From an optimization exercise on the open Yosys and OpenROAD flow, aimed at small area; shortcuts taken in it are not production practice. The RTL was checked by simulation tests, not by an equivalence proof against the original design. No activity file was given, so power comes from the tool's default toggle rates.

## rs_alu
module rs_alu(
	input clk,
	input rst,
	output [31:0] PC_out,
	output [3:0] rob_id_out,
	output [16:0] EX_ctrl_out,
	output [5:0] p_rs_out,
	output [5:0] p_rt_out,
	output [15:0] imm_bits_out,
	output [5:0] p_rd_out,
	output stl_dec_rs_alu_full,
	input [3:0] num_rob_entry,
	input [31:0] PC_in,
	input [16:0] EX_ctrl_in,
	input [5:0] p_rs_in,
	input [5:0] p_rt_in,
	input p_rs_rdy_in,
	input p_rt_rdy_in,
	input rs_read,
	input rt_read,
	input [15:0] imm_bits_in,
	input [5:0] p_rd_new,
	input alloc_RS_en,
	input stall_issue,
	output wire issue_en,
	input recover,
	input [3:0] rec_rob_entry,
	input stall_hazard,
	input bus_en,
	input [5:0] tag
);
	localparam W = 71;
	reg [7:0] valid;
	reg [7:0] rs_rdy;
	reg [7:0] rt_rdy;
	reg [3:0] rob_id [0:7];
	reg [5:0] prf_rs [0:7];
	reg [5:0] prf_rt [0:7];
	reg [W-1:0] payload [0:7];  
	reg [7:0] age [0:7];
	reg [7:0] alloc_sel;
	always @(*) begin
		alloc_sel = 8'd0;
		for (integer i = 7; i >= 0; i = i - 1)
			if (!valid[i]) alloc_sel = 8'd1 << i;
	end
	wire [7:0] alloc_we = alloc_RS_en ? alloc_sel : 8'd0;
	function automatic older(input integer j, input integer k);
		older = (j < k) ? age[j][k] : ~age[k][j];
	endfunction
	wire [7:0] req = valid & rs_rdy & rt_rdy;
	reg [7:0] grant;
	always @(*) begin
		for (integer i = 0; i < 8; i = i + 1) begin
			grant[i] = req[i];
			for (integer j = 0; j < 8; j = j + 1)
				if (j != i && req[j] && older(j, i)) grant[i] = 1'b0;
		end
	end
  ...
Settings: LEC_CHECK=0, CAP_MARGIN=20, CORE_MARGIN=2, CORE_UTILIZATION=45, CTS_BUF_LIST=sky130_fd_sc_hd__clkbuf_8, CTS_CLUSTER_DIAMETER=100, CTS_CLUSTER_SIZE=16, SLEW_MARGIN=20; clock period 8.0 ns.
run.sh (not shown) runs the stock make flow with config.mk's settings and CLKGATE_MAP_FILE= SYNTH_SCRIPT=/design/flow/synth_recipe.tcl, a recipe that flattens the netlist after the stock synthesis.
The first run completed with no timing, DRC or antenna violations.
Edit:
==> flow/flow/run.sh (new file) <==
#!/bin/bash
# The standard layout (standard.sh) with these changes:
#  - synthesis maps logic with an area-oriented ABC script (flow/synth_area.tcl,
#    flow/area.abc); registers are mapped exactly as in the standard synthesis;
#  - port buffers use the smallest buffer cell;
#  - CTS uses clkbuf_8 with sink clusters of up to 16 and no dummy loads.
# The full make output goes to flow.log in this folder; ORFS's per-step logs are
# under orfs/logs/.
set -euo pipefail
HERE=$(pwd)
CTS="-sink_clustering_enable -repair_clock_nets -dont_use_dummy_load -buf_list sky130_fd_sc_hd__clkbuf_16 -sink_clustering_size 28 -sink_clustering_max_diameter 120"
export MY_ABC_SCRIPT="$HERE/flow/area.abc"
bash standard.sh \
  "SYNTH_SCRIPT=$HERE/flow/synth_area.tcl" \
  "BUFFER_PORTS_ARGS=-buffer_cell sky130_fd_sc_hd__buf_1" \
  "CTS_ARGS=$CTS" \
  finish > flow.log 2>&1
==> flow/flow/area.abc (new file) <==
strash
dc2
dch -f
amap -m
==> flow/flow/synth_area.tcl (new file) <==
# The standard synthesis script (synth_recipe.tcl), with one change: Yosys's abc
# step maps the logic with the area-oriented ABC script named by MY_ABC_SCRIPT.
# Flip-flop mapping (dfflibmap) runs before abc and is untouched, so the registers,
# their names and their cell types are the standard synthesis's.
proc synth {args} { yosys synth -nofsm -noshare {*}$args }
proc abc {args} {
  set i [lsearch -exact $args -script]
  if {$i >= 0 && [info exists ::env(MY_ABC_SCRIPT)]} { lset args [expr {$i + 1}] $::env(MY_ABC_SCRIPT) }
  yosys abc {*}$args
}
source $::env(SCRIPTS_DIR)/synth.tcl
# left out here: clear keep_hierarchy, flatten, clean up, hide names made inside functions, write 1_2_yosys.v
==> flow/standard.sh (new file) <==
#!/bin/bash
# synth_recipe.tcl (not shown) runs the flow's synth.tcl, then flattens the netlist and writes it again
# the make line also repeats each setting of config.mk as NAME=value (left out here)
make -C /OpenROAD-flow-scripts/flow DESIGN_CONFIG=/design/flow/config.mk WORK_HOME=/design/flow/orfs CLKGATE_MAP_FILE= SYNTH_SCRIPT=/design/flow/synth_recipe.tcl "${@:-finish}"
Settings changed: CAP_MARGIN 20 to 10, CTS_BUF_LIST sky130_fd_sc_hd__clkbuf_8 to unset, CTS_CLUSTER_DIAMETER 100 to unset, CTS_CLUSTER_SIZE 16 to unset, SLEW_MARGIN 20 to 10.
removed: flow/run.sh
- The changed run completed without violations
- total power went down by about 6%
- critical path depth increases by 3
- clock power hardly moves
- hold slack is about the same
Edit:
--- a/flow/flow/run.sh
+++ b/flow/flow/run.sh
@@ -6 +6 @@
-#  - CTS uses clkbuf_8 with sink clusters of up to 16 and no dummy loads.
+#  - CTS uses clkbuf_4 with sink clusters of up to 8 and no dummy loads.
@@ -11 +11 @@
-CTS="-sink_clustering_enable -repair_clock_nets -dont_use_dummy_load -buf_list sky130_fd_sc_hd__clkbuf_16 -sink_clustering_size 28 -sink_clustering_max_diameter 120"
+CTS="-sink_clustering_enable -repair_clock_nets -dont_use_dummy_load -buf_list sky130_fd_sc_hd__clkbuf_4 -sink_clustering_size 8 -sink_clustering_max_diameter 70"
Settings changed: CAP_MARGIN 10 to 0, SLEW_MARGIN 10 to 0.
Outcome: The changed run completed with no timing, DRC or antenna violations; combinational power stays flat; final area barely changes; utilization hardly moves; clock power hardly moves; non-clock buffer count stays the same; fmax came out lower by 3.7%; routed wire length climbs by 1.8%.
Edit:
--- a/flow/flow/run.sh
+++ b/flow/flow/run.sh
@@ -6 +6 @@
-#  - CTS uses clkbuf_4 with sink clusters of up to 8 and no dummy loads.
+#  - CTS uses clkbuf_8 with sink clusters of up to 16 and no dummy loads.
@@ -11 +11 @@
-CTS="-sink_clustering_enable -repair_clock_nets -dont_use_dummy_load -buf_list sky130_fd_sc_hd__clkbuf_4 -sink_clustering_size 8 -sink_clustering_max_diameter 70"
+CTS="-sink_clustering_enable -repair_clock_nets -dont_use_dummy_load -buf_list sky130_fd_sc_hd__clkbuf_8 -sink_clustering_size 16 -sink_clustering_max_diameter 100"
Settings changed: CAP_MARGIN 0 to 10, CORE_UTILIZATION 45 to 35, SLEW_MARGIN 0 to 10.
Result: The changed run passed the timing, design-rule and antenna checks. Total power barely changes. Area after synthesis does not change. Combinational power climbs by about 1%. Hold slack gets better by 0.0091 ns.

---

Starting RTL as in the previous note.
Settings: LEC_CHECK=0, CAP_MARGIN=10, CORE_MARGIN=2, CORE_UTILIZATION=45, SLEW_MARGIN=10; clock period 8.0 ns.
standard.sh (not shown) runs the stock make flow with config.mk's settings and CLKGATE_MAP_FILE= SYNTH_SCRIPT=/design/flow/synth_recipe.tcl, a recipe that flattens the netlist after the stock synthesis.
==> flow/flow/run.sh <==
#!/bin/bash
# The standard layout (standard.sh) with these changes:
#  - synthesis maps logic with an area-oriented ABC script (flow/synth_area.tcl,
#    flow/area.abc); registers are mapped exactly as in the standard synthesis;
#  - port buffers use the smallest buffer cell;
#  - CTS uses clkbuf_8 with sink clusters of up to 16 and no dummy loads.
# The full make output goes to flow.log in this folder; ORFS's per-step logs are
# under orfs/logs/.
set -euo pipefail
HERE=$(pwd)
CTS="-sink_clustering_enable -repair_clock_nets -dont_use_dummy_load -buf_list sky130_fd_sc_hd__clkbuf_8 -sink_clustering_size 16 -sink_clustering_max_diameter 100"
export MY_ABC_SCRIPT="$HERE/flow/area.abc"
bash standard.sh \
  "SYNTH_SCRIPT=$HERE/flow/synth_area.tcl" \
  "BUFFER_PORTS_ARGS=-buffer_cell sky130_fd_sc_hd__buf_1" \
  "CTS_ARGS=$CTS" \
  finish > flow.log 2>&1
==> flow/flow/area.abc <==
strash
balance
dc2
dch -f
amap -m -F 50
==> flow/flow/synth_area.tcl <==
# The standard synthesis script (synth_recipe.tcl), with one change: Yosys's abc
# step maps the logic with the area-oriented ABC script named by MY_ABC_SCRIPT.
# Flip-flop mapping (dfflibmap) runs before abc and is untouched, so the registers,
# their names and their cell types are the standard synthesis's.
proc synth {args} { yosys synth -nofsm -noshare {*}$args }
proc abc {args} {
  set i [lsearch -exact $args -script]
  if {$i >= 0 && [info exists ::env(MY_ABC_SCRIPT)]} { lset args [expr {$i + 1}] $::env(MY_ABC_SCRIPT) }
  yosys abc {*}$args
}
source $::env(SCRIPTS_DIR)/synth.tcl
# left out here: clear keep_hierarchy, flatten, clean up, hide names made inside functions, write 1_2_yosys.v
Next try:
==> flow/flow/area.abc (replaced) <==
strash
dc2
dch -f
amap -m
Settings changed: GPL_TIMING_DRIVEN set to 0.
The changed run completed with no timing, DRC or antenna violations.
Via count grows slightly.
Critical path depth grows by 7.
Power grows by a few percent.
Combinational power grows by about a fifth.
Count of clock-buffer cells in the layout stays the same.
Design area grows by a few percent.
Synthesized cell count is about the same.

---

Another version of the RTL of rs_alu (not shown whole).
Size in the first run: ~1700 cells after synthesis, ~750 flip-flops.
==> flow/config.mk <==
export PLATFORM = sky130hd
export DESIGN_NAME = rs_alu
export DESIGN_NICKNAME = rs_alu
export VERILOG_FILES = /design/flow/design.v
export SDC_FILE = /design/flow/constraint.sdc
export NUM_CORES = 4
export LEC_CHECK = 0
export CAP_MARGIN = 20
export CORE_MARGIN = 2
export CORE_UTILIZATION = 40
export SLEW_MARGIN = 20
==> flow/constraint.sdc <==
create_clock -name core_clock -period 8.0 [get_ports {clk}]
set_input_delay 1.6000 -clock core_clock [delete_from_list [all_inputs] [get_ports {clk}]]
set_output_delay 1.6000 -clock core_clock [all_outputs]
set_load 0.01 [all_outputs]
==> flow/flow/run.sh <==
#!/bin/bash
# Standard ORFS layout with three changes: port buffers use the smallest buffer,
# CTS uses mid-size clock buffers without dummy loads, and non-critical gates are
# downsized after global routing. Full make output goes to flow.log here.
set -euo pipefail
CTS="-sink_clustering_enable -repair_clock_nets -dont_use_dummy_load -buf_list sky130_fd_sc_hd__clkbuf_4 -sink_clustering_size 10"
bash standard.sh \
  "BUFFER_PORTS_ARGS=-buffer_cell sky130_fd_sc_hd__buf_1" \
  "CTS_ARGS=$CTS" \
  RECOVER_POWER=100 \
  finish > flow.log 2>&1
The baseline finished with capacitance limit, slew limit left.
==> next run, changes <==
--- a/flow/flow/run.sh
+++ b/flow/flow/run.sh
@@ -6 +6 @@
-CTS="-sink_clustering_enable -repair_clock_nets -dont_use_dummy_load -buf_list sky130_fd_sc_hd__clkbuf_4 -sink_clustering_size 10"
+CTS="-sink_clustering_enable -repair_clock_nets -dont_use_dummy_load -buf_list sky130_fd_sc_hd__clkbuf_8 -sink_clustering_size 16 -sink_clustering_max_diameter 100"
@@ -10 +9,0 @@
-  RECOVER_POWER=100 \
Settings changed: CORE_UTILIZATION 40 to 45.
Outcome:
- This time the run passed the timing, design-rule and antenna checks
- sequential cell count is unchanged
- combinational power climbs by a few percent
- power drops by a few percent
- maximum frequency climbs by about a fifth
- clock-buffer cell count drops by 135
- synthesized area does not change
- synthesized cell count stays the same
==> next run, changes <==
--- a/flow/flow/run.sh
+++ b/flow/flow/run.sh
@@ -6 +6 @@
-CTS="-sink_clustering_enable -repair_clock_nets -dont_use_dummy_load -buf_list sky130_fd_sc_hd__clkbuf_8 -sink_clustering_size 16 -sink_clustering_max_diameter 100"
+CTS="-sink_clustering_enable -repair_clock_nets -dont_use_dummy_load -buf_list sky130_fd_sc_hd__clkbuf_4 -sink_clustering_size 9 -sink_clustering_max_diameter 80"
Effect: Final area hardly moves; setup slack degrades by 0.21 ns; die area stays the same; hold slack degrades by 0.0037 ns; area after synthesis does not change; utilization is about the same.
==> next run, changes <==
==> flow/flow/run.sh (replaced) <==
#!/bin/bash
# The standard layout (standard.sh) with these changes:
#  - synthesis maps logic with an area-oriented ABC script (flow/synth_area.tcl,
#    flow/area.abc); registers are mapped exactly as in the standard synthesis;
#  - port buffers use the smallest buffer cell;
#  - CTS uses clkbuf_8 with sink clusters of up to 16 and no dummy loads.
# The full make output goes to flow.log in this folder; ORFS's per-step logs are
# under orfs/logs/.
set -euo pipefail
HERE=$(pwd)
CTS="-sink_clustering_enable -repair_clock_nets -dont_use_dummy_load -buf_list sky130_fd_sc_hd__clkbuf_8 -sink_clustering_size 16 -sink_clustering_max_diameter 100"
export MY_ABC_SCRIPT="$HERE/flow/area.abc"
bash standard.sh \
  "SYNTH_SCRIPT=$HERE/flow/synth_area.tcl" \
  "BUFFER_PORTS_ARGS=-buffer_cell sky130_fd_sc_hd__buf_1" \
  "CTS_ARGS=$CTS" \
  finish > flow.log 2>&1
==> flow/flow/area.abc (new file) <==
strash
dc2
dch -f
amap -m
==> flow/flow/synth_area.tcl (new file) <==
# The standard synthesis script (synth_recipe.tcl), with one change: Yosys's abc
# step maps the logic with the area-oriented ABC script named by MY_ABC_SCRIPT.
# Flip-flop mapping (dfflibmap) runs before abc and is untouched, so the registers,
# their names and their cell types are the standard synthesis's.
proc synth {args} { yosys synth -nofsm -noshare {*}$args }
proc abc {args} {
  set i [lsearch -exact $args -script]
  if {$i >= 0 && [info exists ::env(MY_ABC_SCRIPT)]} { lset args [expr {$i + 1}] $::env(MY_ABC_SCRIPT) }
  yosys abc {*}$args
}
source $::env(SCRIPTS_DIR)/synth.tcl
# left out here: clear keep_hierarchy, flatten, clean up, hide names made inside functions, write 1_2_yosys.v
Settings changed: CAP_MARGIN 20 to 10, SLEW_MARGIN 20 to 10.
- The new run passed the timing, design-rule and antenna checks
- sequential power stays flat
- hold slack barely changes
- core utilization increases by 1.2 points
- cell area decreases by 1.3%
- synthesized cell count decreases by 3.2%
- register-to-register slack degrades by 0.08 ns
- synthesized area decreases by 2.9%
- critical path depth increases by 3
- power decreases by 1.3%
==> next run, changes <==
==> flow/flow/run.sh (replaced) <==
#!/bin/bash
# Standard ORFS layout with three changes: port buffers use the smallest buffer,
# CTS uses mid-size clock buffers without dummy loads, and non-critical gates are
# downsized after global routing. Full make output goes to flow.log here.
set -euo pipefail
CTS="-sink_clustering_enable -repair_clock_nets -dont_use_dummy_load -buf_list sky130_fd_sc_hd__clkbuf_8 -sink_clustering_size 16"
bash standard.sh \
  "BUFFER_PORTS_ARGS=-buffer_cell sky130_fd_sc_hd__buf_1" \
  "CTS_ARGS=$CTS" \
  RECOVER_POWER=100 \
  finish > flow.log 2>&1
Settings changed: CAP_MARGIN 10 to 20, CORE_UTILIZATION 45 to 40, SLEW_MARGIN 10 to 20.
removed: flow/flow/area.abc
removed: flow/flow/synth_area.tcl
With this change the flow finished but failed the layout checks on capacitance limit, slew limit.
Maximum frequency came out lower by roughly a tenth.
Non-clock buffer count shrinks by 2.
Design area rose by a few percent.
Hold slack loses 0.0035 ns.

-- separate check: timing with driven ports --
The results above use ideal ports. As a check the final layouts listed here were re-extracted and re-timed, cells and wires unchanged. Step 1 (the two cells are an assumption about what drives the block):
set clk [get_ports {clk}]
set_driving_cell -lib_cell sky130_fd_sc_hd__clkbuf_16 $clk
set_driving_cell -lib_cell sky130_fd_sc_hd__buf_2 [delete_from_list [all_inputs] $clk]
Step 2, shift: input delay + t, output delay - t, t = (earliest + latest rising clock arrival at the registers) / 2. This alone moves slack from input paths to output paths. a / b / c = no drivers / after step 1 / after step 2; a / b = the first two.
run | shift t [ns] | setup slack, ns | worst data-port slew with drivers (ns)
the first run of note 1 | 0.734 | 1.603 / 1.546 / 2.280 | 0.10
the second run of note 1 | 0.665 | 1.804 / 1.744 / 2.409 | 0.11
the third run of note 1 | 0.917 | 1.567 / 1.511 / 2.429 | 0.10
the fourth run of note 1 | 0.705 | 1.479 / 1.428 / 2.133 | 0.12
the first run of note 2 | 0.722 | 2.085 / 2.026 / 2.747 | 0.14
the second run of note 2 | 0.720 | 1.066 / 1.012 / 1.732 | 0.10
the first run of note 3 | 0.981 | 1.154 / 1.094 / 0.441 | 0.11
the second run of note 3 | 0.708 | 2.214 / 2.155 / 2.863 | 0.14
the third run of note 3 | 0.893 | 2.007 / 1.954 / 2.848 | 0.15
the fourth run of note 3 | 0.714 | 1.735 / 1.681 / 2.395 | 0.10
the fifth run of note 3 | 0.746 | 1.076 / 1.018 / 0.630 | 0.12
For the first run of note 3, which loses most, drivers alone change the setup slack by -0.060 ns; drivers and shift together by -0.713 ns.
